From an optimization exercise on the open Yosys and OpenROAD flow, aimed at small area and a short achievable clock period; shortcuts taken in it are not production practice.
Only simulation tests tie the RTL to the original design; equivalence was not proved.
Power figures rest on the tool's default switching activity, not on a simulated workload.

### flow/config.mk
export PLATFORM = sky130hd
export DESIGN_NAME = sync_fifo
export DESIGN_NICKNAME = sync_fifo
export VERILOG_FILES = /design/flow/design.v
export SDC_FILE = /design/flow/constraint.sdc
export NUM_CORES = 4
export LEC_CHECK = 0
export CAP_MARGIN = 20
export CORE_MARGIN = 2
export CORE_UTILIZATION = 60
export SETUP_SLACK_MARGIN = 2.2
export SLEW_MARGIN = 20
export TNS_END_PERCENT = 20
### flow/constraint.sdc
create_clock -name core_clock -period 4.0 [get_ports {clk}]
set_input_delay 0.8000 -clock core_clock [delete_from_list [all_inputs] [get_ports {clk}]]
set_output_delay 0.8000 -clock core_clock [all_outputs]
set_load 0.01 [all_outputs]
### flow/design.v
module sync_fifo #(parameter depth=64,parameter n=8,parameter addr_n=6)(input [n-1:0]din,input clk,rst,w_en,r_en,output reg [n-1:0]dout,output full,empty);
  localparam LO = 9;
  localparam HI = 7;
  localparam NC = 1;
  localparam BPC = n/NC;
  reg [n-1:0] mem [0:LO*HI-1];
  reg [LO-1:0] wlo;
  reg [HI-1:0] whi;
  reg [HI-1:0] rhi;
  reg [LO-1:0] rlo [0:NC-1];
  reg [addr_n-1:0] cnt;
  reg e_r, f_r;
  assign empty = e_r;
  assign full  = f_r;
  wire wr = w_en & ~f_r;
  wire rd = r_en & ~e_r;
  integer i, j, k;
  always @(posedge clk) begin
    for (i = 0; i < HI; i = i + 1)
      for (j = 0; j < LO; j = j + 1)
        if (wr & whi[i] & wlo[j])
          mem[i*LO+j] <= din;
  end
  reg [n-1:0] rdata;
  reg [n-1:0] row;
  reg [n-1:0] csel;
  always @* begin
    rdata = {n{1'b0}};
    for (i = 0; i < HI; i = i + 1) begin
      row = {n{1'b0}};
      for (j = 0; j < LO; j = j + 1) begin
        for (k = 0; k < n; k = k + 1)
          csel[k] = rlo[k/BPC][j];
        row = row | (mem[i*LO+j] & csel);
      end
      rdata = rdata | (row & {n{rhi[i]}});
    end
  end
  wire [addr_n-1:0] cnt_up = cnt + 1'b1;
  wire [addr_n-1:0] cnt_dn = cnt - 1'b1;
  wire cnt_is1  = (cnt == 6'd1);
  wire cnt_is62 = (cnt == 6'd62);
  always @(posedge clk) begin
    if (rst) begin
      wlo <= 1; whi <= 1; rhi <= 1;
      for (k = 0; k < NC; k = k + 1) rlo[k] <= 1;
      cnt <= 0; e_r <= 1'b1; f_r <= 1'b0;
      dout <= 0;
    end else begin
      if (wr) begin
        wlo <= {wlo[LO-2:0], wlo[LO-1]};
        if (wlo[LO-1]) whi <= {whi[HI-2:0], whi[HI-1]};
      end
      if (rd) begin
        dout <= rdata;
        for (k = 0; k < NC; k = k + 1) rlo[k] <= {rlo[k][LO-2:0], rlo[k][LO-1]};
        if (rlo[0][LO-1]) rhi <= {rhi[HI-2:0], rhi[HI-1]};
      end
      if (wr & ~rd) begin
        cnt <= cnt_up;
        e_r <= 1'b0;
        f_r <= cnt_is62;
      end else if (rd & ~wr) begin
        cnt <= cnt_dn;
        f_r <= 1'b0;
        e_r <= cnt_is1;
      end
    end
  end
endmodule
### flow/flow/run.sh
#!/bin/bash
# Standard ORFS layout (the standard.sh) with three changes:
#  - ports are buffered with buf_4 instead of the delay cell buffer_ports picks by default;
#  - CTS uses larger sink clusters and no dummy loads;
#  - a222oi_1 (only one, weak drive strength) is kept out of mapping; the platform's
#    own don't-use list is repeated since this setting replaces it.
set -euo pipefail
bash standard.sh \
  "BUFFER_PORTS_ARGS=-buffer_cell sky130_fd_sc_hd__buf_4" \
  "CTS_ARGS=-sink_clustering_enable -repair_clock_nets -sink_clustering_size 28 -sink_clustering_max_diameter 100 -dont_use_dummy_load" \
  "DONT_USE_CELLS=sky130_fd_sc_hd__probe_p_8 sky130_fd_sc_hd__probec_p_8 sky130_fd_sc_hd__lpflow_bleeder_1 sky130_fd_sc_hd__lpflow_clkbufkapwr_1 sky130_fd_sc_hd__lpflow_clkbufkapwr_16 sky130_fd_sc_hd__lpflow_clkbufkapwr_2 sky130_fd_sc_hd__lpflow_clkbufkapwr_4 sky130_fd_sc_hd__lpflow_clkbufkapwr_8 sky130_fd_sc_hd__lpflow_clkinvkapwr_1 sky130_fd_sc_hd__lpflow_clkinvkapwr_16 sky130_fd_sc_hd__lpflow_clkinvkapwr_2 sky130_fd_sc_hd__lpflow_clkinvkapwr_4 sky130_fd_sc_hd__lpflow_clkinvkapwr_8 sky130_fd_sc_hd__lpflow_decapkapwr_12 sky130_fd_sc_hd__lpflow_decapkapwr_3 sky130_fd_sc_hd__lpflow_decapkapwr_4 sky130_fd_sc_hd__lpflow_decapkapwr_6 sky130_fd_sc_hd__lpflow_decapkapwr_8 sky130_fd_sc_hd__lpflow_inputiso0n_1 sky130_fd_sc_hd__lpflow_inputiso0p_1 sky130_fd_sc_hd__lpflow_inputiso1n_1 sky130_fd_sc_hd__lpflow_inputiso1p_1 sky130_fd_sc_hd__lpflow_inputisolatch_1 sky130_fd_sc_hd__lpflow_isobufsrc_1 sky130_fd_sc_hd__lpflow_isobufsrc_16 sky130_fd_sc_hd__lpflow_isobufsrc_2 sky130_fd_sc_hd__lpflow_isobufsrc_4 sky130_fd_sc_hd__lpflow_isobufsrc_8 sky130_fd_sc_hd__lpflow_isobufsrckapwr_16 sky130_fd_sc_hd__lpflow_lsbuf_lh_hl_isowell_tap_1 sky130_fd_sc_hd__lpflow_lsbuf_lh_hl_isowell_tap_2 sky130_fd_sc_hd__lpflow_lsbuf_lh_hl_isowell_tap_4 sky130_fd_sc_hd__lpflow_lsbuf_lh_isowell_4 sky130_fd_sc_hd__lpflow_lsbuf_lh_isowell_tap_1 sky130_fd_sc_hd__lpflow_lsbuf_lh_isowell_tap_2 sky130_fd_sc_hd__lpflow_lsbuf_lh_isowell_tap_4 sky130_fd_sc_hd__a222oi_1" \
  finish > standard.log 2>&1
### flow/standard.sh
#!/bin/bash
# synth_recipe.tcl (not shown) runs the flow's synth.tcl, then flattens the netlist and writes it again
# the make line also repeats each setting of config.mk as NAME=value (left out here)
make -C /OpenROAD-flow-scripts/flow DESIGN_CONFIG=/design/flow/config.mk WORK_HOME=/design/flow/orfs CLKGATE_MAP_FILE= SYNTH_SCRIPT=/design/flow/synth_recipe.tcl "${@:-finish}"
==> notes.md, run 1 <==
- The synthesized area is 0.0204 mm².
- The number of fill cells in the layout is 2243.
- The nature of the critical path endpoint is an output pin.
- In this run the horizontal extent of the chip is 188 µm.
- The share of the yosys chip area belonging to registers is 79.0%.
- For this run, the number of Yosys warnings is 3.
- The finished cells cover 0.0226 mm².
- In this run the critical register-to-register path is captured at dout[0]$_SDFFE_PP0P_.
- The number of antenna violations at the first check in global routing came to 0.
- The tree built by TritonCTS fans out to 552 sinks.
- The via count of the first global-routing pass is 11100.
- For this configuration, the core starts out at a cell density of 60.9%.
- The utilization of the core after routing is 67.6%.
- The number of nets in the synthesized netlist is 1263.
- The standard-cell row count is 67.
- Routability-driven placement finished with a final weighted congestion of 0.822.
- STA puts the critical path data required time at 3200 ps.
- The tightest slew margin relative to the limit is 47.6%.
- The first global-routing pass estimated 76.5 mm of wire.
- The power density of the placed cells is 422 mW/mm².
- The highest ir drop seen on vdd is 0.363 mV.
- The category of the critical setup timing path is flop to output pin.
- The synthesized netlist contains 40 unique library cells.
- The run finished with no timing, DRC or antenna violations.
- In the final layout, the share of cells above drive strength 1 is 16.3%.
- The number of endpoints failing setup at the final stage is 0.
- CTS placed an instance of clkbuf_16 at the clock tree root.
- The clock latency of the later-clocked register in the worst-skew pair is 570 ps.
- The hold violation count in the final report is 0.
- For the worst flop-to-flop path, the logic depth is 7.
- The number of buffers on the longest clock path is 3.
- The number of maximum-capacitance violations is 0.
- The worst path meets setup with 2120 ps of slack.
- The register-to-register setup slack is 2140 ps.
- The category of the worst setup path launch point is a flop.
- The register area is 0.0162 mm².
- The finished layout holds 1726 standard cells, fillers aside.
- After detailed routing, the average wire length per cell comes to 30.9 µm.
- The number of antenna diodes in the final layout is 0.
- The total routing resource utilization after global routing is 30.2%.
- Summing over every cut layer, the via total after detailed routing is 11600.
- The maximum number of pins on one net before global-route repair is 64.
- The number of I/O port buffers is 21.
- The number of design-rule violations left by the first detailed-router iteration is 1443.
- The worst slack after detailed placement is 1240 ps.
- For the pin with the worst max-slew slack, the measured transition is 785 ps.
- The multi-input logic area is 0.00419 mm².
- For this block, the routed nets add up to 53.3 mm of wire.
- The peak fanout along the critical path is 2.
- The gate count of the mapped netlist is 1246.
- The net count of the finished layout is 1297.
- The worst hold path belongs to the class flop to flop.
- The via density per instance is 6.73.
- The count of nets left with antenna violations once routing finished came out at 0.
- The arrival time of the worst setup path is 1080 ps.
- The synthesized flop and latch total is 552.
- The first-pass detailed-route iteration total is 5.
- In this design, the stage delay of the slowest critical-path cell is 380 ps.
- The TritonCTS clock tree is yes.
- Buffers inserted during clock tree synthesis total 23.
- The area of the core is 0.0334 mm².
- The worst reg2reg path startpoint is rlo[0][3]$_SDFFE_PP0P_.
- The sum of buffers and inverters on the critical path is 1.
- The placed cell area is 0.0209 mm².
- The number of I/O pins is 22.
- Walking the worst path, the cells encountered are buf_6.
- The worst hold path was traced through 2 stages.
- After routing, the total negative slack on setup checks comes to 0 ps.
- The overflow left after global routing is 0.
- The layout overhead on the synthesized area is 11.0%.
- Setup repair after global routing could not meet its margin everywhere.
- The max-slew violation count is 0.
- Timing would allow up to 532 MHz.
- The clock arrives with 32.7 ps of skew.
- The per-instance average area after synthesis is 16.3 µm².
- The hold path startpoint is f_r$_SDFFE_PP0P_.
- In this design, the largest share of critical-path delay is due to flip-flops.
- The CTS H-tree depth is 1.
- In this run, placement finished with an instance count of 1644.
- The reported leakage power is 7.08 nW.
- The die area is 0.0354 mm².
- The hold path endpoint is f_r$_SDFFE_PP0P_.
- The final critical path takes up 47.0% of the cycle.
- The die span in y is 188 µm.
- The cell with the largest stage delay on the worst path is dfxtp_4.
- The shortest clock period the worst path allows after layout is 1880 ps.
- The post-route DRC violation count is 0.
- Clock-pin slew was measured on the worst setup and hold paths at 110 ps.
- After legalization and detailed placement, the total HPWL measured 28.0 mm.
## worst max-delay path by stage
stage | start | depth (start not counted) | slack (ps) | endpoint
after floorplan | r_en | 10 | 1500 | cnt[4]$_SDFFE_PP0P_
after global placement | r_en | 9 | 1300 | cnt[4]$_SDFFE_PP0P_
after detailed placement | w_en | 6 | 1240 | mem[8][6]$_DFFE_PP_
after CTS | dout[1]$_SDFFE_PP0P_ | 1 | 2120 | dout[1]
after global routing | dout[1]$_SDFFE_PP0P_ | 1 | 2110 | dout[1]
final | dout[1]$_SDFFE_PP0P_ | 1 | 2120 | dout[1]
## per-stage QoR
step / hold WS [ps] / power (mW)
finish: 486 / 9.53
global placement: 465 / 6.91
detailed placement: 472 / 6.91
global route: 508 / 9.77
CTS: 488 / 9.49
floorplan: 454 / 6.70
## routing by layer
| layer | vias to the layer above | global-route usage [%] | part of all wire (%) |
|---|---|---|---|
| met3 | 71 | 3.58 | 7.9 |
| met1 | 5966 | 45.6 | 42 |
| met2 | 527 | 47.8 | 48 |
| met4 | 0 | 7.48 | 2.7 |
| met5 | - | 0 | 0 |
| li1 | 5058 | - | - |
## where the power goes
group	switching (mW)	internal (mW)	leakage, nW	total (mW)
clock network	1.60	1.04	0.283	2.64
logic	0.324	0.196	1.86	0.519
registers	0.0595	6.31	4.94	6.37
total	1.99	7.54	7.08	9.53
## worst min-delay path: stages, from the launching register on
cell     delay (ps)
dfxtp_2         340
nand2_1          50
a21oi_1          60
## placed cells by master, fill, tap and decap left out, types with 7 or more instances in the layout
cell type	Yosys	final
a221o_1	9	9
a221oi_2	0	11
nand2_1	118	118
buf_4	0	52
edfxtp_1	504	504
dfxtp_4	0	18
dfxtp_1	48	29
a22oi_2	1	25
buf_12	0	17
o21ai_2	0	7
nand4_1	57	57
a22o_1	49	49
and4_1	9	8
buf_6	3	15
a22oi_1	158	134
clkbuf_16	0	24
nor2_1	10	10
and3_4	0	12
a21oi_1	44	41
o21ai_1	0	22
and3_1	57	44
## cell usage after synthesis
master	number	area share, %
nor4_1	1	0.031
o21bai_1	5	0.18
clkinv_1	1	0.018
inv_2	1	0.018
a221oi_1	16	0.69
nand2b_1	2	0.061
and3_1	57	1.8
a22o_1	49	2.1
inv_1	8	0.15
or4b_1	1	0.049
nand2_1	118	2.2
nand3b_1	1	0.037
nand4_1	57	1.8
o21ai_0	33	0.81
a22oi_1	158	5.8
mux2i_1	1	0.049
ha_1	5	0.31
nand4b_1	1	0.043
buf_1	2	0.037
nand3_1	1	0.025
buf_2	47	1.2
nor3_1	3	0.074
xor2_1	2	0.086
a31oi_1	6	0.18
clkbuf_1	30	0.55
and4_1	9	0.39
or3_1	1	0.031
buf_6	3	0.17
a221o_1	9	0.44
a21oi_1	44	1.1
nor3b_1	1	0.037
dfxtp_1	48	4.7
nor2_1	10	0.18
nor2b_1	1	0.031
a22oi_2	1	0.061
a211o_1	1	0.043
and2_1	2	0.061
edfxtp_1	504	74
a311oi_1	3	0.13
xnor2_1	3	0.13
## cell type report
type,count,area share (%)
repair buffers,89,4.47
flip-flops and latches,552,71.5
inverters,10,0.354
well taps,448,2.48
clock buffers,23,2.55
repair inverters,2,0.0775
multi-input cells,602,18.6
## cells by family (layout without fill, tap and decap cells)
kind of cell,after synthesis,count (layout),synth area share [%]
flops,552,552,79.0
mux,1,1,0.0492
buf+inv,92,124,2.10
compound gates,325,325,11.6
simple gates,266,266,6.73
fa+ha+maj,5,5,0.307
xor+xnor,5,5,0.215
## flip-flops by register name (all words and copies together) (netlist names)
| register | count |
|---|---|
| f_r | 1 |
| cnt | 6 |
| e_r | 1 |
| dout | 8 |
| wlo | 9 |
| rhi | 7 |
| whi | 7 |
| rlo | 9 |
| mem | 504 |
## what timing repair did
action | in CTS | in global routing
buffers inserted | 39 | 17
endpoints found under the setup margin | 440 | 107
gates resized for setup | 95 | 56
pin swaps | 14 | 27
gates cloned | 1 | 2
hold buffers | 0 | 0
==> run 2: changes to the inputs <==
==> flow/flow/run.sh (replaced) <==
#!/bin/bash
# Standard ORFS layout (the standard.sh) with three changes:
#  - ports are buffered with buf_4 instead of the delay cell buffer_ports picks by default;
#  - CTS uses larger sink clusters and no dummy loads;
#  - a222oi_1 (only one, weak drive strength) is kept out of mapping; the platform's
#    own don't-use list is repeated since this setting replaces it.
set -euo pipefail
bash standard.sh \
  "BUFFER_PORTS_ARGS=-buffer_cell sky130_fd_sc_hd__buf_4" \
  "CTS_ARGS=-sink_clustering_enable -repair_clock_nets -sink_clustering_size 25 -sink_clustering_max_diameter 100 -dont_use_dummy_load" \
  "DONT_USE_CELLS=sky130_fd_sc_hd__probe_p_8 sky130_fd_sc_hd__probec_p_8 sky130_fd_sc_hd__lpflow_bleeder_1 sky130_fd_sc_hd__lpflow_clkbufkapwr_1 sky130_fd_sc_hd__lpflow_clkbufkapwr_16 sky130_fd_sc_hd__lpflow_clkbufkapwr_2 sky130_fd_sc_hd__lpflow_clkbufkapwr_4 sky130_fd_sc_hd__lpflow_clkbufkapwr_8 sky130_fd_sc_hd__lpflow_clkinvkapwr_1 sky130_fd_sc_hd__lpflow_clkinvkapwr_16 sky130_fd_sc_hd__lpflow_clkinvkapwr_2 sky130_fd_sc_hd__lpflow_clkinvkapwr_4 sky130_fd_sc_hd__lpflow_clkinvkapwr_8 sky130_fd_sc_hd__lpflow_decapkapwr_12 sky130_fd_sc_hd__lpflow_decapkapwr_3 sky130_fd_sc_hd__lpflow_decapkapwr_4 sky130_fd_sc_hd__lpflow_decapkapwr_6 sky130_fd_sc_hd__lpflow_decapkapwr_8 sky130_fd_sc_hd__lpflow_inputiso0n_1 sky130_fd_sc_hd__lpflow_inputiso0p_1 sky130_fd_sc_hd__lpflow_inputiso1n_1 sky130_fd_sc_hd__lpflow_inputiso1p_1 sky130_fd_sc_hd__lpflow_inputisolatch_1 sky130_fd_sc_hd__lpflow_isobufsrc_1 sky130_fd_sc_hd__lpflow_isobufsrc_16 sky130_fd_sc_hd__lpflow_isobufsrc_2 sky130_fd_sc_hd__lpflow_isobufsrc_4 sky130_fd_sc_hd__lpflow_isobufsrc_8 sky130_fd_sc_hd__lpflow_isobufsrckapwr_16 sky130_fd_sc_hd__lpflow_lsbuf_lh_hl_isowell_tap_1 sky130_fd_sc_hd__lpflow_lsbuf_lh_hl_isowell_tap_2 sky130_fd_sc_hd__lpflow_lsbuf_lh_hl_isowell_tap_4 sky130_fd_sc_hd__lpflow_lsbuf_lh_isowell_4 sky130_fd_sc_hd__lpflow_lsbuf_lh_isowell_tap_1 sky130_fd_sc_hd__lpflow_lsbuf_lh_isowell_tap_2 sky130_fd_sc_hd__lpflow_lsbuf_lh_isowell_tap_4 sky130_fd_sc_hd__a222oi_1 sky130_fd_sc_hd__a2111oi_0 sky130_fd_sc_hd__a21boi_0 sky130_fd_sc_hd__and2_0 sky130_fd_sc_hd__einvn_0 sky130_fd_sc_hd__o21ai_0 sky130_fd_sc_hd__o311ai_0 sky130_fd_sc_hd__or2_0 sky130_fd_sc_hd__a2111oi_1 sky130_fd_sc_hd__nor4_1 sky130_fd_sc_hd__o2111ai_1" \
  finish > standard.log 2>&1
==> run 2 against run 1 <==
  * Clock power rose by 6%
  * Synthesized cell count did not move
  * Die area rose by 0.24%
  * Critical endpoint is now dout[2]
  * Global-route usage rose by 0.40 points
  * Synthesized area rose by 0.25%
  * Sequential power barely moved
  * Flip-flop and latch count did not move
==> notes.md, run 2 <==
- The number of cells on the worst reg-to-reg path is 7.
- The simple logic cell fraction of the synthesized area is 6.72%.
- The count of flip-flops with a built-in enable after synthesis is 504.
- The worst hold margin is 496 ps.
- The startpoint identified for the worst register-to-register timing path is rlo[0][5]$_SDFFE_PP0P_.
- The number of buffers on the longest clock path is 3.
- The number of nets in the synthesized netlist is 1263.
- Among all cell types in the netlist, the one instantiated most often is edfxtp_1.
- The multiplexer area fraction after synthesis is 0.0490%.
- In this run the biggest area consumer among cell types represents 74.1% of the synthesized area.
- The critical path in this run is classified as flop to output pin.
- The routed design has 54.0 mm of wire.
- By area the synthesized netlist is led by edfxtp_1 (74%), a22oi_1 (5.6%), dfxtp_1 (4.7%), nand2_1 (2.2%), a22o_1 (2.1%).
- The total routing resource utilization after global routing is 30.6%.
- The fraction of layout instances using a drive strength above 1 is 17.3%.
- The clock transition time at the flip-flop clock pins of the worst setup and hold paths is 90 ps.
- The flow ran to the end and the layout has no timing, DRC or antenna violations.
- The overflow left after global routing is 0.
- The kind of cell with the highest combined delay along the critical path is flip-flops.
- For the worst setup path, the data arrival time is 1070 ps.
- The nature of the critical path endpoint is an output pin.
- The per-instance average area after synthesis is 16.4 µm².
- CTS placed an instance of clkbuf_16 at the clock tree root.
- The yosys synthesis warning count is 3.
- Summing the areas of all compound-gate instances in the mapped netlist gives 11.7% of the synthesized area.
- The class of the tightest hold or removal check is flop to flop.
- For this run, the leading register cell type out of synthesis is edfxtp_1.
- The vias after detailed routing is 11900.
- The number of antenna violations at the first check in global routing is 1.
- The net count of the finished layout is 1294.
- The number of flip-flops under the largest register name is 504.
- Routability-driven placement finished with a final weighted congestion of 0.807.
- After Yosys synthesis, full adders, half adders and majority gates account for 0.306% of the synthesized area.
- The dominant combinational cell family by area after synthesis is compound AO/OA/AOI/OAI gates.
- Detailed placement ended at an HPWL of 29.1 mm.
- Traced cell by cell, the critical path runs through buf_6.
- 22 I/O pins were placed.
- The commonest cells after synthesis are edfxtp_1 (504), a22oi_1 (152), nand2_1 (118), and3_1 (57), nand4_1 (57).
- The wire length of the first global-routing pass is 78.3 mm.
- The power density of the placed cells is 427 mW/mm².
- The filler-free cell count of the finished design is 1726.
- The category of the worst setup path launch point is a flop.
- The max-slew violation count came to 0.
- The number of design-rule violations left by the first detailed-router iteration is 1293.
- Across the VDD grid, the largest voltage drop is 0.398 mV.
- Entering global routing, the biggest net connects 64 pins.
- In this run the core area contains 67 standard-cell rows.
- The register-to-register setup slack is 2160 ps.
- The analysis attributes to cell leakage a power of 7.08 nW.
- In this run, CTS created clock tree buffers numbering 26.
- The CTS sink count is 552.
- Measured along the y axis, the die boundary spans 188 µm.
- Of the available clock period, the critical path in the final layout requires 46.8%.
- The initial cell density of the core is 60.9%.
- In the routed design, unresolved DRC markers number 0.
- In this run the worst path has a maximum fanout of 2.
- The routed wirelength normalized by instance count is 31.3 µm.
- The synthesized flop and latch total is 552.
- The layout overhead on the synthesized area is 11.0%.
- The core region is 0.0335 mm².
- The gate count of the mapped netlist is 1246.
- The hold path startpoint is f_r$_SDFFE_PP0P_.
- The peak per-stage delay on the critical path is 380 ps.
- Setup repair after global routing could not meet its margin everywhere.
- The final setup skew is 61.6 ps.
- The largest individual stage delay along the critical path comes from the cell dfxtp_4.
- The number of buffers and inverters on the critical path is 1.
- The number of maximum-capacitance violations is 0.
- The number of placed instances, taps included, is 1648.
- The number of distinct library cells after synthesis is 41.
- The number of I/O port buffers is 21.
- Leaving out fill and tap cells, the most frequent cell in the layout is edfxtp_1.
- TritonCTS built the clock tree.
- Derived from the worst setup path, the maximum achievable clock frequency is 534 MHz.
- The worst register-to-register path ends at dout[6]$_SDFFE_PP0P_.
- The via density per instance is 6.87.
- The library cells used most frequently in the layout, excluding fill and tap cells, are edfxtp_1 (504), a22oi_1 (125), nand2_1 (118).
- The worst pin sits at a relative slew slack of 46.5%.
- The synthesized area is 0.0204 mm².
- The measured slew at the worst slew-check pin is 802 ps.
- The largest register by flop count is mem.
- For hold timing, the worst endpoint is f_r$_SDFFE_PP0P_.
- After layout, the minimum clock period comes to 1870 ps.
- The number of cells on the worst hold path is 2.
- The die covers 0.0355 mm².
- The total negative slack is 0 ps.
- Before antenna repair, the detailed router went through 6 iterations.
- The via count of the first global-routing pass was 11400.
- Setup violations remaining at the end of the flow were counted as 0.
- The largest registers in the layout are mem (504), rlo (9), wlo (9).
- The post-synthesis share of cell area spent on xor and xnor gates is 0.215%.
- The clock latency of the later-clocked register in the worst-skew pair is 580 ps.
- Of the synthesized area, sequential elements account for 78.9%.
- Summed over all instances, the cell type with the most area after synthesis is edfxtp_1.
- Measured along the x axis, the die boundary spans 188 µm.
- The required arrival time at the worst endpoint is 3200 ps.
- The async set-or-reset flop fraction in the synthesized netlist is 0%.
- CTS built an H-tree with a depth of 1.
- The hold violation count in the final report was 0.
- The number of nets with antenna violations after routing is 0.
[run 2: area by class of cell]
class / count / area, µm²
Fill cell: 2305 / 10900
Sequential cell: 552 / 16200
Tap cell: 448 / 561
Antenna cell: 3 / 7.51
Timing Repair inverter: 2 / 17.5
Timing Repair Buffer: 83 / 927
Multi-Input combinational cell: 602 / 4250
Inverter: 10 / 80.1
Clock buffer: 26 / 651
[run 2: how the worst max path moves through the flow]
stage	slack [ps]	cells after the start	startpoint	endpoint
after floorplan	1500	10	r_en	cnt[4]$_SDFFE_PP0P_
after global placement	1240	6	w_en	mem[53][3]$_DFFE_PP_
after detailed placement	1210	6	w_en	mem[17][0]$_DFFE_PP_
after CTS	2110	1	dout[2]$_SDFFE_PP0P_	dout[2]
after global routing	2100	1	dout[2]$_SDFFE_PP0P_	dout[2]
final	2130	1	dout[2]$_SDFFE_PP0P_	dout[2]
[run 2: per-stage QoR]
step | instance area, µm² | utilization [%] | setup slack, ps | total power [mW]
final | 22700 | 67.6 | 2130 | 9.67
after CTS | 22300 | 66.4 | 2110 | 9.66
after detailed placement | 21000 | 62.5 | 1210 | 6.92
after global placement | 21000 | 62.5 | 1240 | 6.91
after floorplan | 20600 | - | 1500 | 6.71
after global routing | 22600 | 67.5 | 2100 | 9.89
[run 2: layer usage]
layer | up-vias | wire length, µm | GRT usage [%]
met5 | - | 0 | 0
met4 | 0 | 1420 | 7.90
met3 | 96 | 4590 | 3.24
met2 | 576 | 25900 | 49.0
met1 | 6129 | 22100 | 45.7
li1 | 5061 | - | -
[run 2: cells by family after synthesis]
family                     count (synthesis)
muxes                                      1
buffers and inverters                     92
DFF                                      552
adders and majority gates                  5
and+or+nand+nor                          266
AOI/OAI and AO/OA                        325
xor gates and xnor gates                   5
[run 2: what timing repair did]
item | CTS | global route
pin swaps | 10 | 26
hold buffers | 0 | 0
endpoints found under the hold margin | 0 | 0
gates resized for setup | 69 | 53
endpoints found under the setup margin | 448 | 127
cloned | 1 | 2
buffers inserted | 35 | 11
[run 2: power breakdown]
part           total (mW)  internal, mW  leakage (nW)  switching [mW]
logic               0.499         0.179          1.82           0.320
registers            6.37          6.31          4.94          0.0545
clock network        2.81          1.16         0.320            1.65
total                9.67          7.65          7.08            2.02
==> run 3: changes to the inputs <==
==> flow/flow/run.sh (replaced) <==
#!/bin/bash
# Standard ORFS layout (the standard.sh) with three changes:
#  - ports are buffered with buf_4 instead of the delay cell buffer_ports picks by default;
#  - CTS uses larger sink clusters and no dummy loads;
#  - a222oi_1 (only one, weak drive strength) is kept out of mapping; the platform's
#    own don't-use list is repeated since this setting replaces it.
set -euo pipefail
bash standard.sh \
  "BUFFER_PORTS_ARGS=-buffer_cell sky130_fd_sc_hd__buf_4" \
  "CTS_ARGS=-sink_clustering_enable -repair_clock_nets -sink_clustering_size 25 -sink_clustering_max_diameter 100 -dont_use_dummy_load" \
  "DONT_USE_CELLS=sky130_fd_sc_hd__probe_p_8 sky130_fd_sc_hd__probec_p_8 sky130_fd_sc_hd__lpflow_bleeder_1 sky130_fd_sc_hd__lpflow_clkbufkapwr_1 sky130_fd_sc_hd__lpflow_clkbufkapwr_16 sky130_fd_sc_hd__lpflow_clkbufkapwr_2 sky130_fd_sc_hd__lpflow_clkbufkapwr_4 sky130_fd_sc_hd__lpflow_clkbufkapwr_8 sky130_fd_sc_hd__lpflow_clkinvkapwr_1 sky130_fd_sc_hd__lpflow_clkinvkapwr_16 sky130_fd_sc_hd__lpflow_clkinvkapwr_2 sky130_fd_sc_hd__lpflow_clkinvkapwr_4 sky130_fd_sc_hd__lpflow_clkinvkapwr_8 sky130_fd_sc_hd__lpflow_decapkapwr_12 sky130_fd_sc_hd__lpflow_decapkapwr_3 sky130_fd_sc_hd__lpflow_decapkapwr_4 sky130_fd_sc_hd__lpflow_decapkapwr_6 sky130_fd_sc_hd__lpflow_decapkapwr_8 sky130_fd_sc_hd__lpflow_inputiso0n_1 sky130_fd_sc_hd__lpflow_inputiso0p_1 sky130_fd_sc_hd__lpflow_inputiso1n_1 sky130_fd_sc_hd__lpflow_inputiso1p_1 sky130_fd_sc_hd__lpflow_inputisolatch_1 sky130_fd_sc_hd__lpflow_isobufsrc_1 sky130_fd_sc_hd__lpflow_isobufsrc_16 sky130_fd_sc_hd__lpflow_isobufsrc_2 sky130_fd_sc_hd__lpflow_isobufsrc_4 sky130_fd_sc_hd__lpflow_isobufsrc_8 sky130_fd_sc_hd__lpflow_isobufsrckapwr_16 sky130_fd_sc_hd__lpflow_lsbuf_lh_hl_isowell_tap_1 sky130_fd_sc_hd__lpflow_lsbuf_lh_hl_isowell_tap_2 sky130_fd_sc_hd__lpflow_lsbuf_lh_hl_isowell_tap_4 sky130_fd_sc_hd__lpflow_lsbuf_lh_isowell_4 sky130_fd_sc_hd__lpflow_lsbuf_lh_isowell_tap_1 sky130_fd_sc_hd__lpflow_lsbuf_lh_isowell_tap_2 sky130_fd_sc_hd__lpflow_lsbuf_lh_isowell_tap_4 sky130_fd_sc_hd__a222oi_1 sky130_fd_sc_hd__a2111oi_0 sky130_fd_sc_hd__o21ai_0 sky130_fd_sc_hd__and2_0" \
  finish > standard.log 2>&1
--- a/flow/config.mk
+++ b/flow/config.mk
@@ -8,6 +8,6 @@
 export CAP_MARGIN = 20
 export CORE_MARGIN = 2
 export CORE_UTILIZATION = 60
-export SETUP_SLACK_MARGIN = 2.2
+export SETUP_SLACK_MARGIN = 2.3
 export SLEW_MARGIN = 20
 export TNS_END_PERCENT = 20
==> run 3 against run 2 <==
  * Utilization grew 0.44 points
  * Maximum frequency decreased by 0.15%
  * Design area up 0.65%
  * Synthesized area barely moved
  * Non-clock buffer count down 1
  * Cell count decreased by 0.23%
  * Synthesized cell count is the same
  * Hold slack lost 18 ps
  * Clock skew fell by 3.9 ps
  * First-iteration DRC count rose by 6.5%
  * Critical endpoint is now dout[3]
  * Largest cell class unchanged
==> notes.md, run 3 <==
- The run finished with no timing, DRC or antenna violations.
- The count of flip-flops with a built-in enable after synthesis is 504.
- The die area is 0.0355 mm².
- Relative to the synthesized area, the layout overhead comes to 11.8%.
- In the routed layout, each cell is associated on average with a via count of 6.85.
- Along the worst path, the maximum fanout reaches 2.
- The async set-or-reset flop fraction in the synthesized netlist is 0%.
- For this run, the post-layout net count is 1293.
- Across the VDD grid, the largest voltage drop is 0.425 mV.
- Synthesis produced 1246 cells.
- Fill cells in the final layout number 2289.
- The total negative slack is 0 ps.
- Timing would allow up to 533 MHz.
- The required arrival time at the worst endpoint is 3200 ps.
- The per-instance average area after synthesis is 16.4 µm².
- The number of clock buffers added by TritonCTS is 26.
- The number of flip-flops under the largest register name is 504.
- The number of buffers and inverters on the critical path is 1.
- The final worst-path cycle share is 46.9%.
- Counting instances, the worst hold path has a depth of 2.
- The mapped netlist covers 0.0204 mm².
- The final setup skew is 57.7 ps.
- Setup repair after global routing could not meet its margin everywhere.
- The die span in y is 188 µm.
- The post-route DRC violation count is 0.
- The number of I/O port buffers is 21.
- The max-slew violation count came to 0.
- In this run the number of H-tree levels came out at 1.
- At the pin with the least slew margin, the transition time is 799 ps.
- The shortest clock period the worst path allows after layout is 1880 ps.
- The number of buffers on the longest clock path is 3.
- By area the synthesized netlist is led by edfxtp_1 (74%), a22oi_1 (5.6%), dfxtp_1 (4.7%), nand2_1 (2.2%), a22o_1 (2.1%).
- The standard-cell row count is 67.
- The final route contains 11800 vias.
- The most common library cell in the layout ignoring fill and taps is edfxtp_1.
- The worst hold path belongs to the class flop to flop.
- The HPWL after detailed placement is 27.6 mm.
- In the final layout, the registers with the most flip-flops are mem (504), rlo (9), wlo (9).
- The clock reaches the later pin of the worst-skew pair after 570 ps.
- The first-pass detailed-route iteration total is 6.
- The number of antenna violations at the first check in global routing is 0.
- The synthesized-area fraction occupied by ao, oa, aoi and oai cells is 11.7%.
- The cell with the largest stage delay on the worst path is dfxtp_2.
- The number of nets with antenna violations after routing is 0.
- For this run, the number of Yosys warnings is 3.
- The worst pin sits at a relative slew slack of 46.8%.
- For this design the ratio of total power to cell area is 426 mW/mm².
- The critical path depth is 1.
- The count of hold buffers inserted by post-cts repair is 0.
- The via count of the first global-routing pass is 11500.
- By area, the combinational part of the netlist is dominated by compound AO/OA/AOI/OAI gates.
- Summed over all instances, the cell type with the most area after synthesis is edfxtp_1.
- From left edge to right edge, the die measures 188 µm.
- The cell type group with the largest total delay on the critical path is flip-flops.
- The detailed router finished its first iteration with 1377 violations.
- The number of maximum-capacitance violations is 0.
- In the synthesized netlist, mux cells make up 0.0491% of the area.
- The critical path goes through buf_6.
- For this design the static power due to leakage is 7.11 nW.
- Routability-driven placement finished with a final weighted congestion of 0.825.
- The area share of the largest cell type after synthesis is 74.2%.
- The power consumption is 9.70 mW.
- Sorting the synthesized cells by how often they occur yields edfxtp_1 (504), a22oi_1 (152), nand2_1 (118), and3_1 (57), nand4_1 (57).
- Entering global routing, the biggest net connects 64 pins.
- The worst hold margin is 479 ps.
- Once the floorplan was initialized, standard cells occupied 60.9% of the core.
- The overflow left after global routing is 0.
- After clock tree synthesis, the clock-pin slew on the worst setup and hold paths is 100 ps.
- The TritonCTS clock tree is yes.
- The largest register by flop count is mem.
- The hold violation count in the final report came to 0.
- Cells with a size suffix above 1 make up 18.4% of the layout.
- After detailed routing, the total wire length is 54.2 mm.
- In this design, the stage delay of the slowest critical-path cell is 390 ps.
- Global routing consumed, over all layers together, 30.7% of the routing resources.
- The worst setup path is launched from a flop.
- The region available for standard cell placement spans 0.0335 mm².
- Summing the areas of all xor and xnor instances in the mapped netlist gives 0.215% of the synthesized area.
- The number of endpoints failing setup at the final stage is 0.
- Data on the critical path arrives at its endpoint at 1080 ps.
- After Yosys synthesis, full adders, half adders and majority gates account for 0.307% of the synthesized area.
- The most frequently used cell type in the post-synthesis netlist is edfxtp_1.
- Summing the areas of all and, or, nand and nor instances in the mapped netlist gives 6.71% of the synthesized area.
- The category of the critical setup timing path is flop to output pin.
- Sequential elements use 78.9% of the synthesized area.
- In the synthesized netlist the dominant register cell turns out to be edfxtp_1.
- The CTS sink count is 552.
- The number of nets produced by synthesis is 1263.
- The first global-routing pass estimated 78.5 mm of wire.
- The top cell types in the final layout, fill and taps aside, are edfxtp_1 (504), a22oi_1 (120), nand2_1 (118).
- The routed wirelength normalized by instance count is 31.5 µm.
- 22 I/O pins were placed.
- The cell sitting at the root of the clock tree is a clkbuf_16.
- Counting flops and latches in the post-synthesis netlist gives 552.
- The number of distinct library cells after synthesis is 41.
- The antenna diode count is 0.
- The depth of the worst register-to-register path is 7.
- The nature of the critical path endpoint is an output pin.
==> run 3: changes by cell type in the layout (fill, tap and decap cells not counted), moves of 3 or more <==
cell     previous run  this run
and3_1             44        41
buf_8               4         7
a22oi_1           125       120
a22oi_2            34        39
diode_2             3         0
buf_4              42        34
==> run 3: layout make-up <==
type / count / area (µm²) / share of cell area (%)
inverter: 10 / 66.3 / 0.291
tap: 448 / 561 / 2.46
clock buffer: 26 / 651 / 2.85
sequential: 552 / 16200 / 70.9
multi-input combinational: 602 / 4340 / 19.0
timing repair inverter: 2 / 17.5 / 0.0768
timing repair buffer: 82 / 1010 / 4.45
==> run 3: kinds of logic (layout without fill, tap and decap cells) <==
logic type | count (synthesis) | in the layout
AO/OA/AOI/OAI | 325 | 325
XOR/XNOR | 5 | 5
adder cells (fa/ha/maj) | 5 | 5
buffers and inverters | 92 | 120
flip-flops | 552 | 552
multiplexers | 1 | 1
AND/OR/NAND/NOR | 266 | 266
==> run 3: worst paths after layout <==
kind	from	slack (ps)	to
worst max-delay path	dout[3]$_SDFFE_PP0P_	2120	dout[3]
worst max register to register	rlo[0][1]$_SDFFE_PP0P_	2130	dout[6]$_SDFFE_PP0P_
worst min-delay path	f_r$_SDFFE_PP0P_	480	f_r$_SDFFE_PP0P_
worst min register to register	f_r$_SDFFE_PP0P_	480	f_r$_SDFFE_PP0P_
==> run 3: metrics by stage <==
step / instance area, µm² / std cells / util [%] / setup WS, ps
after CTS: 22600 / 1719 / 67.3 / 2130
final: 22800 / 1722 / 68.0 / 2120
after detailed placement: 20900 / 1643 / 62.4 / 1200
after floorplan: 20600 / 1246 / - / 1500
after global routing: 22800 / 1722 / 68.0 / 2110
after global placement: 20900 / 1643 / 62.4 / 1240
==> run 3: report_power, final <==
group	internal (mW)	total (mW)	switching [mW]
registers	6.31	6.37	0.0564
logic	0.201	0.538	0.337
clock network	1.16	2.80	1.64
==> run 3: timing repair <==
action,in CTS,in global routing
gates cloned,2,1
hold endpoints to repair,0,0
resized for setup,109,47
buffers inserted,48,2
endpoints found under the setup margin,467,209
pin swaps,35,32
==> run 3: routing by layer <==
layer  vias to the layer above  track usage (%)  wire length [µm]
met5                         -                0                 0
met4                         0             7.39              1280
met3                        84             5.55              5100
met2                       603             48.3             25500
met1                      6047             45.5             22400
li1                       5055                -                 -
==> run 4: changes to the inputs <==
--- a/flow/config.mk
+++ b/flow/config.mk
@@ -8,6 +8,6 @@
 export CAP_MARGIN = 20
 export CORE_MARGIN = 2
 export CORE_UTILIZATION = 60
-export SETUP_SLACK_MARGIN = 2.3
+export SETUP_SLACK_MARGIN = 2.15
 export SLEW_MARGIN = 20
 export TNS_END_PERCENT = 20
==> run 4 against run 3 <==
  * Still clean
  * Cell count decreased by 0.75%
  * Critical path depth did not move
  * Via count is 1.4% lower
  * Utilization is 1.4 points lower
  * Sequential power is essentially flat
  * Clock power about the same
  * Sequential share of layout area rose by 1.5 points
  * Synthesized area unchanged
  * Die area stayed put
  * Synthesized cell count unchanged
  * Largest power group unchanged
==> notes.md, run 4 <==
- Averaged over all synthesized cells, the footprint is 16.4 µm².
- The power share of the combinational group is 4.7%.
- The number of distinct library cells after synthesis is 41.
- In the layout the commonest cells are edfxtp_1 (504), a22oi_1 (139), nand2_1 (118).
- The cell type with the highest aggregate area in the netlist is edfxtp_1.
- Hold is met by 479 ps.
- Of the total power, the clock network draws 29.0%.
- The clock transition time at the flip-flop clock pins of the worst setup and hold paths is 100 ps.
- Using the TritonRoute via totals, the vias-per-cell ratio works out to 6.80.
- After the last flow step, the layout net total stands at 1278.
- The smallest clock period supported by the final layout is computed as 1880 ps.
- The final worst-path cycle share is 47.0%.
- Of all flip-flops after synthesis, the portion carrying an async set or reset was 0%.
- The synthesized area is 0.0204 mm².
- STA puts the critical path data required time at 3200 ps.
- The global placement routability congestion is 0.810.
- The tightest slew margin relative to the limit is 46.4%.
- The routed wirelength normalized by instance count is 30.0 µm.
- The later pin in the worst-skew pair is clocked with a latency of 580 ps.
- The most used flip-flop cell after synthesis is edfxtp_1.
- Summed over all nets, the switching power comes to 1.98 mW.
- The count of hold buffers inserted by post-cts repair is 0.
- For this design the ratio of total power to cell area is 431 mW/mm².
- The die covers 0.0355 mm².
- The category of the critical setup timing path is flop to output pin.
- The clock drives 552 sinks.
- The core region is 0.0335 mm².
- For this run the aggregate overflow at the end of global routing stands at 0.
- The worst setup path is captured at an output pin.
- The multi-input logic area is 0.00413 mm².
- At the worst endpoint, the arrival time is 1080 ps.
- No sink is reached through more buffers than the 3 on the longest clock path.
- The first detailed-routing pass ran for 5 iterations.
- The synthesized design contains 504 enable-type register cells.
- The register with the most flip-flops in the final layout is mem.
- The overall routed net length is 51.2 mm.
- The flow ran to the end and the layout has no timing, DRC or antenna violations.
- The register area is 0.0161 mm².
- The number of flip-flops under the largest register name is 504.
- The area share of the largest cell type after synthesis is 74.2%.
- The number of nets produced by synthesis is 1263.
- The initial utilization of the core area, before any placement, comes to 60.9%.
- The via count of the first global-routing pass is 11000.
- The cell type group with the largest total delay on the critical path is flip-flops.
- The sum of net half-perimeters after detailed placement is 28.3 mm.
- The peak per-stage delay on the critical path is 390 ps.
- Counting the buffers created by CTS gives 26.
- The tool flagged a number of max-cap violations equal to 0.
- The vias after detailed routing is 11600.
- The largest registers in the layout are mem (504), rlo (9), wlo (9).
- The sum of buffers and inverters on the critical path is 1.
- The number of fill cells in the layout is 2319.
- For this run, the top clock speed supported by timing is 532 MHz.
- The measured slew at the worst slew-check pin is 804 ps.
- The peak fanout along the critical path is 2.
- Global routing used 29.0% of the available tracks across all layers.
- The number of nets with antenna violations after routing is 0.
- The fraction of layout instances using a drive strength above 1 is 14.0%.
- The buffer cell driving the clock tree root is clkbuf_16.
- Traced cell by cell, the critical path runs through buf_6.
- The yosys synthesis warning count is 3.
- Sorting the synthesized cells by how often they occur yields edfxtp_1 (504), a22oi_1 (152), nand2_1 (118), and3_1 (57), nand4_1 (57).
- In this run the tool buffered the top-level ports with 21 buffer cells.
- CTS built an H-tree with a depth of 1.
- After synthesis, flip-flops and latches occupy 78.9% of the total area.
- The total negative slack is 0 ps.
- By area the synthesized netlist is led by edfxtp_1 (74%), a22oi_1 (5.6%), dfxtp_1 (4.7%), nand2_1 (2.2%), a22o_1 (2.1%).
- The register-to-register setup slack is 2140 ps.
- The synthesized flop and latch total is 552.
- The max-slew violation count is 0.
- In the routed design, unresolved DRC markers number 0.
- The highest ir drop seen on vdd is 0.408 mV.
- The wire length of the first global-routing pass is 74.3 mm.
- The number of antenna violations at the first check in global routing was 3.
- In this run the vertical extent of the chip is 188 µm.
- The class of the tightest hold or removal check is flop to flop.
- The worst setup path is launched from a flop.
- The TritonCTS clock tree is yes.
- Compared with the post-synthesis result, the final layout area differs by 9.42%.
- Of the total power, the share spent switching nets is 20.6%.
- The standard-cell row count is 67.
- After the first detailed-routing iteration, the DRC count stood at 1485.
- Setup repair after global routing could not meet its margin everywhere.
- The hold violation count in the final report is 0.
- The number of I/O pins is 22.
- The final setup skew is 61.6 ps.
- The part of the total power dissipated in sequential elements is 66.2%.
- The gate count of the mapped netlist is 1246.
- Setup violations remaining at the end of the flow were counted as 0.
- The most common library cell in the layout ignoring fill and taps is edfxtp_1.
- Entering global routing, the biggest net connects 69 pins.
- From left edge to right edge, the die measures 188 µm.
- Cell internal power was estimated by the tool at 7.63 mW.
- The most common cell in the synthesized netlist is edfxtp_1.
- The reported leakage power is 6.95 nW.
- For this design, the slowest cell found on the critical path is dfxtp_2.
[run 4: cell count changes in the layout (fill, tap and decap cells not counted), sizes merged]
cell and change:
bufbuf -1, buf -13, clkinvlp +1, clkbuf +1
inv -3, diode +2
[run 4: layout make-up]
type	instances	share of cell area (%)
flip-flops and latches	552	72.3
multi-input cells	602	18.5
repair buffers	69	3.43
clock buffers	26	2.91
well taps	448	2.51
inverters	10	0.297
diodes	2	0.0224
[run 4: final timing paths]
path,start,cells after the start,endpoint
setup / recovery,dout[4]$_SDFFE_PP0P_,1,dout[4]
hold / removal,f_r$_SDFFE_PP0P_,2,f_r$_SDFFE_PP0P_
setup reg to reg,rlo[0][4]$_SDFFE_PP0P_,6,dout[5]$_SDFFE_PP0P_
hold reg to reg,f_r$_SDFFE_PP0P_,2,f_r$_SDFFE_PP0P_
[run 4: kinds of logic after synthesis]
family                     after synthesis  synth area share [%]
AOI/OAI and AO/OA                      325                  11.7
xor gates and xnor gates                 5                 0.215
adders and majority gates                5                 0.307
buffers and inverters                   92                  2.15
DFF                                    552                  78.9
muxes                                    1                0.0491
and+or+nand+nor                        266                  6.71
[run 4: power by group through the flow]
stage / Clock, mW / Sequential (mW) / Combinational, mW
3_3_place_gp: 0 / 6.51 / 0.401
4_1_cts: 2.81 / 6.37 / 0.448
5_1_grt: 3.01 / 6.37 / 0.493
3_5_place_dp: 0 / 6.51 / 0.405
6_report: 2.79 / 6.37 / 0.456
2_1_floorplan: 0 / 6.48 / 0.229
[run 4: what timing repair did]
| action | in CTS | in global routing |
|---|---|---|
| gates resized for setup | 62 | 14 |
| setup buffers | 23 | 11 |
| setup endpoints to repair | 425 | 52 |
| pin swaps | 6 | 10 |
[run 4: tightest hold or removal path: stages (launching register included)]
cell and delay [ps]:
dfxtp_1 330, nand2_1 60, a21oi_1 50
[run 4: stage by stage]
stage | instances | util (%) | cell area (µm²) | setup WS (ps) | power [mW]
2_1_floorplan | 1246 | - | 20500 | 1500 | 6.70
3_3_place_gp | 1647 | 62.5 | 21000 | 1260 | 6.91
3_5_place_dp | 1647 | 62.5 | 21000 | 1190 | 6.92
4_1_cts | 1696 | 66.0 | 22100 | 2120 | 9.63
5_1_grt | 1708 | 66.6 | 22300 | 2090 | 9.88
6_report | 1709 | 66.6 | 22300 | 2120 | 9.61
[run 4: metal layers]
layer / up-vias / wire length, µm / GRT usage, %
li1: 5026 / - / -
met1: 5948 / 21000 / 42.7
met2: 524 / 23900 / 45.5
met3: 124 / 4400 / 4.36
met4: 4 / 1970 / 9.19
met5: - / 27 / 0
==> run 5: changes to the inputs <==
--- a/flow/config.mk
+++ b/flow/config.mk
@@ -8,6 +8,6 @@
 export CAP_MARGIN = 20
 export CORE_MARGIN = 2
 export CORE_UTILIZATION = 60
-export SETUP_SLACK_MARGIN = 2.15
+export SETUP_SLACK_MARGIN = 2.2
 export SLEW_MARGIN = 20
 export TNS_END_PERCENT = 20
==> run 5 against run 4 <==
  * Clock power about the same
  * Routed wire length increased by 2.0%
  * Register-to-register slack better by 30 ps
  * Global-route usage grew 0.88 points
  * First-iteration DRC count down 8.0%
  * Utilization up 0.26 points
  * Critical path depth did not move
  * Setup slack better by 18 ps
  * Power up 0.11%
  * Synthesized area stayed put
  * Sequential share of layout area down 0.24 points
  * Still clean
==> notes.md, run 5 <==
- In the layout the commonest cells are edfxtp_1 (504), a22oi_1 (126), nand2_1 (118).
- Measured along the x axis, the die boundary spans 188 µm.
- The first-pass detailed-route iteration total is 5.
- The finished layout cell area is 0.0224 mm².
- After floorplanning, the core was sized to cover 0.0335 mm².
- The overall routed net length is 52.2 mm.
- The worst reg2reg path startpoint is rlo[0][2]$_SDFFE_PP0P_.
- The dominant synthesized flop cell is edfxtp_1.
- The via count of the first global-routing pass was 11200.
- The flow ran to the end and the layout has no timing, DRC or antenna violations.
- The buffer cell driving the clock tree root is clkbuf_16.
- The TritonCTS buffer count is 26.
- The commonest cells after synthesis are edfxtp_1 (504), a22oi_1 (152), nand2_1 (118), and3_1 (57), nand4_1 (57).
- The nature of the critical path endpoint is an output pin.
- STA classifies the critical path startpoint as a flop.
- The async set-or-reset flop fraction in the synthesized netlist is 0%.
- Counting every instance in the synthesized netlist gives 1246.
- The number of design-rule violations left by the first detailed-router iteration is 1366.
- TritonCTS built the clock tree.
- Clock skew on the completed layout was measured at 58.3 ps.
- The hold violation count in the final report is 0.
- The sum of net half-perimeters after detailed placement is 27.6 mm.
- The layout overhead on the synthesized area is 9.85%.
- Tracing the worst setup path back leads to its startpoint at dout[3]$_SDFFE_PP0P_.
- The synthesized design contains 552 register bits.
- The number of I/O pins is 22.
- Entering global routing, the biggest net connects 64 pins.
- Global routing used 29.9% of the available tracks.
- After floorplanning, the core was divided into 67 placement rows.
- Counting I/O delays and the setup requirement, the final critical path takes 1860 ps.
- After synthesis, flip-flops and latches occupy 78.9% of the total area.
- The highest ir drop seen on vdd is 0.418 mV.
- The antenna diode count is 0.
- The fraction of layout instances using a drive strength above 1 is 15.3%.
- Summing all multi-input logic gate instances after layout gives 0.00421 mm².
- The average instance in the mapped netlist occupies 16.4 µm².
- For this run, the post-layout net count is 1277.
- The cell type with the highest aggregate area in the netlist is edfxtp_1.
- The die span in y is 188 µm.
- The sum of buffers and inverters on the critical path is 1.
- The largest individual stage delay along the critical path comes from the cell dfxtp_2.
- The Yosys step of the flow raised 3 warnings.
- The initial cell density of the core is 60.9%.
- Setup repair after global routing could not meet its margin everywhere.
- The synthesized area is 0.0204 mm².
- The max-slew violation count is 0.
- The netlist uses 41 different library cells.
- The count of hold buffers inserted by post-cts repair is 0.
- The filler cells instantiated in the layout total 2332.
- The peak fanout along the critical path is 2.
- The critical path goes through buf_6.
- The power density of the placed cells is 429 mW/mm².
- The tool flagged a number of max-cap violations equal to 0.
- At the later pin of the worst-skew pair, clock insertion delay measures 570 ps.
- The clock passes through at most 3 buffers.
- The setup check on the worst reg-to-reg path leaves a slack of 2170 ps.
- The arrival time of the worst setup path is 1060 ps.
- Counting every sink on the clock net gives 552.
- The clock transition time at the flip-flop clock pins of the worst setup and hold paths is 100 ps.
- The worst slack after detailed placement is 1200 ps.
- After routing, the total negative slack on setup checks comes to 0 ps.
- The number of endpoints failing setup at the final stage is 0.
- The largest register by flop count is mem.
- The critical path in this run is classified as flop to output pin.
- In this design, the stage delay of the slowest critical-path cell is 380 ps.
- The largest registers in the layout are mem (504), rlo (9), wlo (9).
- Static timing analysis puts the maximum clock frequency at 537 MHz.
- The depth of the worst register-to-register path is 6.
- In this run the number of cells on the critical path is 1.
- The number of nets produced by synthesis is 1263.
- The via density per instance is 6.74.
- During placement, the flow inserted port buffers numbering 21.
- In this run the cell area measured after placement is 0.0209 mm².
- Across the whole layout, storage elements account for 0.0162 mm².
- CTS built an H-tree with a depth of 1.
- At the end of routability-driven placement, the weighted congestion stood at 0.825.
- The top cell type by area accounts for 74.2% of the synthesized area.
- The cell type group with the largest total delay on the critical path is flip-flops.
- The setup slack of the critical path after layout is 2140 ps.
- By area the synthesized netlist is led by edfxtp_1 (74%), a22oi_1 (5.6%), dfxtp_1 (4.7%), nand2_1 (2.2%), a22o_1 (2.1%).
- The count of flip-flops with a built-in enable after synthesis is 504.
- The floorplan step defined a die boundary enclosing 0.0355 mm².
- The end of the critical path is dout[3].
- The most common library cell in the layout ignoring fill and taps is edfxtp_1.
- The most frequently used cell type in the post-synthesis netlist is edfxtp_1.
- The routed wirelength normalized by instance count is 30.6 µm.
- The number of flip-flops under the largest register name is 504.
- The min-delay analysis places its worst path in the category flop to flop.
- In this run the static leakage power is 6.97 nW.
- The wire length of the first global-routing pass is 76.4 mm.
- At the pin with the least slew margin, the transition time is 795 ps.
- Dividing the final minimum period by the clock period gives 46.5%.
- The worst register-to-register path ends at dout[1]$_SDFFE_PP0P_.
- The overflow left after global routing is 0.
- The worst pin sits at a relative slew slack of 47.0%.
- The number of nets with antenna violations after routing is 0.
- The required arrival time at the worst endpoint is 3200 ps.
- For this block, the via count after detailed routing is 11500.
- The post-route DRC violation count is 0.
- The number of antenna violations at the first check in global routing is 0.
==> run 5: cell counts after synthesis <==
Identical to the previous run, type by type.
==> run 5: layer usage <==
layer  GRT usage [%]  up-vias  share of wire, %
li1                -     5022                 -
met1            44.9     5920                43
met2            46.4      486                47
met3            5.07       75               8.0
met4            7.27        0               2.5
met5               0        -                 0
==> run 5: where the power goes <==
part	switching [mW]	internal (mW)
combinational	0.314	0.170
clock	1.62	1.16
sequential	0.0510	6.31
==> run 5: worst min path at each step <==
stage,start,end,slack [ps],depth (start not counted)
6_report,f_r$_SDFFE_PP0P_,f_r$_SDFFE_PP0P_,480,2
5_1_grt,f_r$_SDFFE_PP0P_,f_r$_SDFFE_PP0P_,530,2
2_1_floorplan,wlo[8]$_SDFFE_PP0P_,wlo[8]$_SDFFE_PP0P_,450,2
3_5_place_dp,f_r$_SDFFE_PP0P_,f_r$_SDFFE_PP0P_,470,2
3_3_place_gp,f_r$_SDFFE_PP0P_,f_r$_SDFFE_PP0P_,460,2
4_1_cts,f_r$_SDFFE_PP0P_,f_r$_SDFFE_PP0P_,490,2
==> run 5: kinds of logic (layout without fill, tap and decap cells) <==
logic type	count (synthesis)	count (layout)	share of synthesized area, %
DFF	552	552	78.9
AOI/OAI and AO/OA	325	325	11.7
and+or+nand+nor	266	266	6.71
buffers and inverters	92	104	2.15
adders and majority gates	5	5	0.307
xor gates and xnor gates	5	5	0.215
muxes	1	1	0.0491
==> run 5: what timing repair did <==
action	in CTS	in global routing
gates cloned	1	0
endpoints found under the setup margin	441	124
setup buffers	35	1
pin swaps	7	18
resized for setup	61	45
==> run 5: area by class of cell <==
| class | count | share of cell area, % |
|---|---|---|
| sequential | 552 | 72.1 |
| clock buffer | 26 | 2.90 |
| timing repair inverter | 1 | 0.0391 |
| multi-input combinational | 602 | 18.8 |
| tap | 448 | 2.50 |
| inverter | 10 | 0.296 |
| timing repair buffer | 67 | 3.42 |
==> run 5: metrics by stage <==
step                      power (mW)  hold WS, ps  utilization (%)  std cells
after floorplan                 6.71          454                -       1246
after global placement          6.91          463             62.4       1643
after detailed placement        6.91          471             62.4       1643
after CTS                       9.64          485             66.2       1705
after global routing            9.89          526             66.8       1706
final                           9.63          479             66.8       1706
==> run 6: changes to the inputs <==
--- a/flow/config.mk
+++ b/flow/config.mk
@@ -10,4 +10,4 @@
 export CORE_UTILIZATION = 60
 export SETUP_SLACK_MARGIN = 2.2
 export SLEW_MARGIN = 20
-export TNS_END_PERCENT = 20
+export TNS_END_PERCENT = 40
==> run 6 against run 5 <==
  * Still clean
  * Global-route usage shrank 1.1 points
  * Sequential share of layout area increased by 0.080 points
  * Largest power group unchanged
  * Synthesized cell count unchanged
  * Highest routed layer unchanged
  * Largest cell class unchanged
  * Non-clock buffer count shrank 6
==> notes.md, run 6 <==
- The final route contains 11400 vias.
- After detailed placement, the design holds a cell count of 1644.
- The most critical setup path has its startpoint at dout[5]$_SDFFE_PP0P_.
- The later pin in the worst-skew pair is clocked with a latency of 570 ps.
- The cell type group with the largest total delay on the critical path is flip-flops.
- The yosys synthesis warning count is 3.
- The nature of the critical path endpoint is an output pin.
- The share of the yosys chip area belonging to registers is 78.9%.
- The worst setup path is launched from a flop.
- The register with the most flip-flops in the layout has 504 of them.
- The die span in y is 188 µm.
- The worst-case IR drop observed on VDD is 0.459 mV.
- In this run the deepest clock path goes through 3 buffers.
- The max-slew violation count is 0.
- The antenna diode count is 0.
- Leaving out fill and tap cells, the most frequent cells in the layout are edfxtp_1 (504), a22oi_1 (131), nand2_1 (118).
- The class of the tightest hold or removal check is flop to flop.
- After technology mapping, the gate count stands at 1246.
- Yosys instantiated no cell more often than edfxtp_1.
- The total length of routed met2 wires is 24.0 mm.
- The critical path goes through buf_4.
- The total overflow left after global routing is 0.
- The peak per-stage delay on the critical path is 360 ps.
- The detailed router put a total of 21.8 mm of wire on met1.
- The buffer cell driving the clock tree root is clkbuf_16.
- In this run the core area contains 67 standard-cell rows.
- The number of cells on the worst hold path is 2.
- The CTS H-tree depth is 1.
- In the routed design, unresolved DRC markers number 0.
- The run finished with no timing, DRC or antenna violations.
- Across the routed clock network, the largest skew measured is 59.1 ps.
- The TritonCTS clock tree is yes.
- The routed wirelength normalized by instance count is 29.8 µm.
- In the synthesized netlist the dominant register cell turns out to be edfxtp_1.
- Counting the fill cells in the layout gives 2348.
- The measured slew at the worst slew-check pin is 773 ps.
- The via density per instance is 6.73.
- In the detailed route, the total length drawn on met3 is 3.29 mm.
- The fraction of layout instances using a drive strength above 1 is 15.5%.
- Entering global routing, the biggest net connects 64 pins.
- In this run the critical register-to-register path is launched from e_r$_SDFFE_PP1P_.
- For this block, the routed nets add up to 50.7 mm of wire.
- The tightest slew margin relative to the limit is 48.4%.
- The multi-input combinational cells in the finished layout cover a total of 0.00423 mm².
- TritonCTS created 26 clock buffers.
- The first global-routing pass estimated 74.5 mm of wire.
- Derived from the worst setup path, the maximum achievable clock frequency is 535 MHz.
- Setup repair after global routing could not meet its margin everywhere.
- The sum of buffers and inverters on the critical path is 1.
- The area of the core is 0.0335 mm².
- Each instance of the synthesized netlist takes up on average 16.4 µm².
- The worst register-to-register path has a depth of 7.
- The number of distinct library cells after synthesis is 41.
- For this configuration, the core starts out at a cell density of 60.9%.
- The number of antenna violations at the first check in global routing is 0.
- Data arrives at the worst endpoint at 1070 ps.
- The die area is 0.0355 mm².
- Across every metal layer, demand over resource in global routing totals 28.8%.
- The finished layout holds 1700 standard cells, fillers aside.
- Data on the critical path is required at its endpoint by 3200 ps.
- The shortest clock period the worst path allows after layout is 1870 ps.
- The final worst-path cycle share is 46.7%.
- The clock net in this run drives a total of 552 sinks.
- The worst path meets setup with 2130 ps of slack.
- Buffers placed on the I/O ports in this run total 21.
- Of all nets on the critical path, the largest fanout is 2.
- The critical path is of the flop to output pin type.
- The largest registers in the layout are mem (504), rlo (9), wlo (9).
- For this design, the slowest cell found on the critical path is dfxtp_1.
- The final layout contains 1271 nets.
- The finished cells cover 0.0224 mm².
- The library cell used most frequently in the layout, excluding fill and tap cells, is edfxtp_1.
- The synthesized design contains 504 enable-type register cells.
- In the post-synthesis netlist, the biggest area contributors are edfxtp_1 (74%), a22oi_1 (5.6%), dfxtp_1 (4.7%), nand2_1 (2.2%), a22o_1 (2.1%).
- In this run the number of cells on the critical path is 1.
- The biggest area contributor in the post-synthesis netlist is edfxtp_1.
- mem holds more flip-flops than any other register.
- The worst slack after detailed placement is 1190 ps.
- The number of nets handed over by synthesis was 1263.
- The end of the worst register-to-register path is cnt[4]$_SDFFE_PP0P_.
- In the synthesized netlist the async set-or-reset flop fraction comes to 0%.
- By count the netlist is led by edfxtp_1 (504), a22oi_1 (152), nand2_1 (118), and3_1 (57), nand4_1 (57).
- The register-to-register setup slack is 2180 ps.
- Power spread over the standard cell area amounts to 430 mW/mm².
- The sum of net half-perimeters after detailed placement is 27.9 mm.
- For this design the static power due to leakage is 6.89 nW.
- The sequential cells in the finished layout cover a total of 0.0161 mm².
- The hold violation count in the final report came to 0.
- The area share of the largest cell type after synthesis is 74.2%.
- The number of maximum-capacitance violations is 0.
- The uppermost layer routed is met4.
- The global placement routability congestion is 0.778.
- Pin placement for this block handled 22 I/O pins.
- At the end of the flow the core is filled with cells to 66.7%.
- Setup violations remaining at the end of the flow were counted as 0.
- The end of the critical path is dout[5].
- Once detail routing completed, the nets flagged for antenna violations numbered 0.
- The first TritonRoute pass finished after 5 iterations.
- The number of design-rule violations left by the first detailed-router iteration is 1244.
- Compared with the post-synthesis result, the final layout area differs by 9.59%.
- The synthesized area is 0.0204 mm².
- The via count of the first global-routing pass is 11100.
- The placed cell area is 0.0210 mm².
- Measured along the x axis, the die boundary spans 188 µm.
- Clock-pin slew was measured on the worst setup and hold paths at 100 ps.
- In the final timing run, aggregate negative setup slack is 0 ps.
- The synthesized flop and latch total is 552.
-- run 6: cell types whose count changed in the layout (fill, tap and decap cells not counted), moves of 4 or more --
cell / before / now
a22oi_1: 126 / 131
a22oi_2: 33 / 28
and3_1: 43 / 32
and3_4: 12 / 25
and4_1: 8 / 2
buf_6: 16 / 8
dfxtp_1: 29 / 33
dfxtp_4: 15 / 9
-- run 6: worst min path at each step --
stage	startpoint	endpoint	slack (ps)
floorplan	wlo[8]$_SDFFE_PP0P_	wlo[8]$_SDFFE_PP0P_	450
global placement	f_r$_SDFFE_PP0P_	f_r$_SDFFE_PP0P_	460
detailed placement	f_r$_SDFFE_PP0P_	f_r$_SDFFE_PP0P_	470
CTS	f_r$_SDFFE_PP0P_	f_r$_SDFFE_PP0P_	480
global route	f_r$_SDFFE_PP0P_	f_r$_SDFFE_PP0P_	490
finish	f_r$_SDFFE_PP0P_	f_r$_SDFFE_PP0P_	470
-- run 6: what timing repair did --
item | 4_1_cts | 5_1_grt
hold buffers | 0 | 0
buffers inserted | 20 | 8
pin swaps | 2 | 16
gates resized for setup | 54 | 35
gates cloned | 1 | 1
endpoints found under the setup margin | 368 | 20
-- run 6: kinds of logic after synthesis --
logic type      share of synthesized area (%)
compound gates                           11.7
xor+xnor                                0.215
fa+ha+maj                               0.307
buf+inv                                  2.15
flops                                    78.9
mux                                    0.0491
simple gates                             6.71
-- run 6: power by group --
part	switching, mW	internal, mW	total [mW]
Combinational	0.294	0.155	0.449
Clock	1.64	1.16	2.80
Sequential	0.0447	6.31	6.36
Total	1.98	7.63	9.61
-- run 6: metal layers --
metal  vias up  GRT usage (%)
li1       5005              -
met1      5910           42.6
met2       447           45.8
met3        73           3.48
met4         0           8.89
met5         -              0
-- run 6: layout make-up --
| class | instances | area share [%] |
|---|---|---|
| repair inverters | 1 | 0.0392 |
| flip-flops and latches | 552 | 72.2 |
| well taps | 448 | 2.51 |
| inverters | 10 | 0.263 |
| multi-input cells | 602 | 18.9 |
| repair buffers | 61 | 3.21 |
| clock buffers | 26 | 2.91 |
-- run 6: per-stage QoR --
step,total power [mW],hold slack [ps]
final,9.61,472
after CTS,9.62,476
after floorplan,6.71,454
after global routing,9.84,495
after global placement,6.90,465
after detailed placement,6.91,474

## static timing again, ports no longer ideal
The flow's constraints put no driver on any port. The routed layouts listed below were extracted and timed again, unchanged, in two steps.
Step 1 (the two cells are an assumption about what drives the block):
set clk [get_ports {clk}]
set_driving_cell -lib_cell sky130_fd_sc_hd__clkbuf_16 $clk
set_driving_cell -lib_cell sky130_fd_sc_hd__buf_2 [delete_from_list [all_inputs] $clk]
Step 2 also shifts input and output timing later by t, the mid clock arrival at the registers, as if the neighbouring blocks saw the same clock.
Slacks: no drivers / after step 1 / after step 2; pairs: no drivers / after step 1.
run	shift t [ns]	slack for setup (ns)	worst setup path at the end	worst slew at a driven data input, ns
run 1	0.609	2.122 / 2.068 / 1.669	input to register	0.04
run 2	0.605	2.128 / 2.074 / 1.664	input to register	0.03
run 3	0.601	2.125 / 2.069 / 1.702	input to register	0.03
run 4	0.602	2.121 / 2.065 / 1.597	input to register	0.03
run 5	0.595	2.139 / 2.085 / 1.712	input to register	0.03
run 6	0.595	2.132 / 2.080 / 1.658	input to register	0.03
After both steps every run listed still meets setup and hold. The setup slack of run 4, which loses most, moves by -0.056 ns with the drivers and by -0.524 ns with both steps.
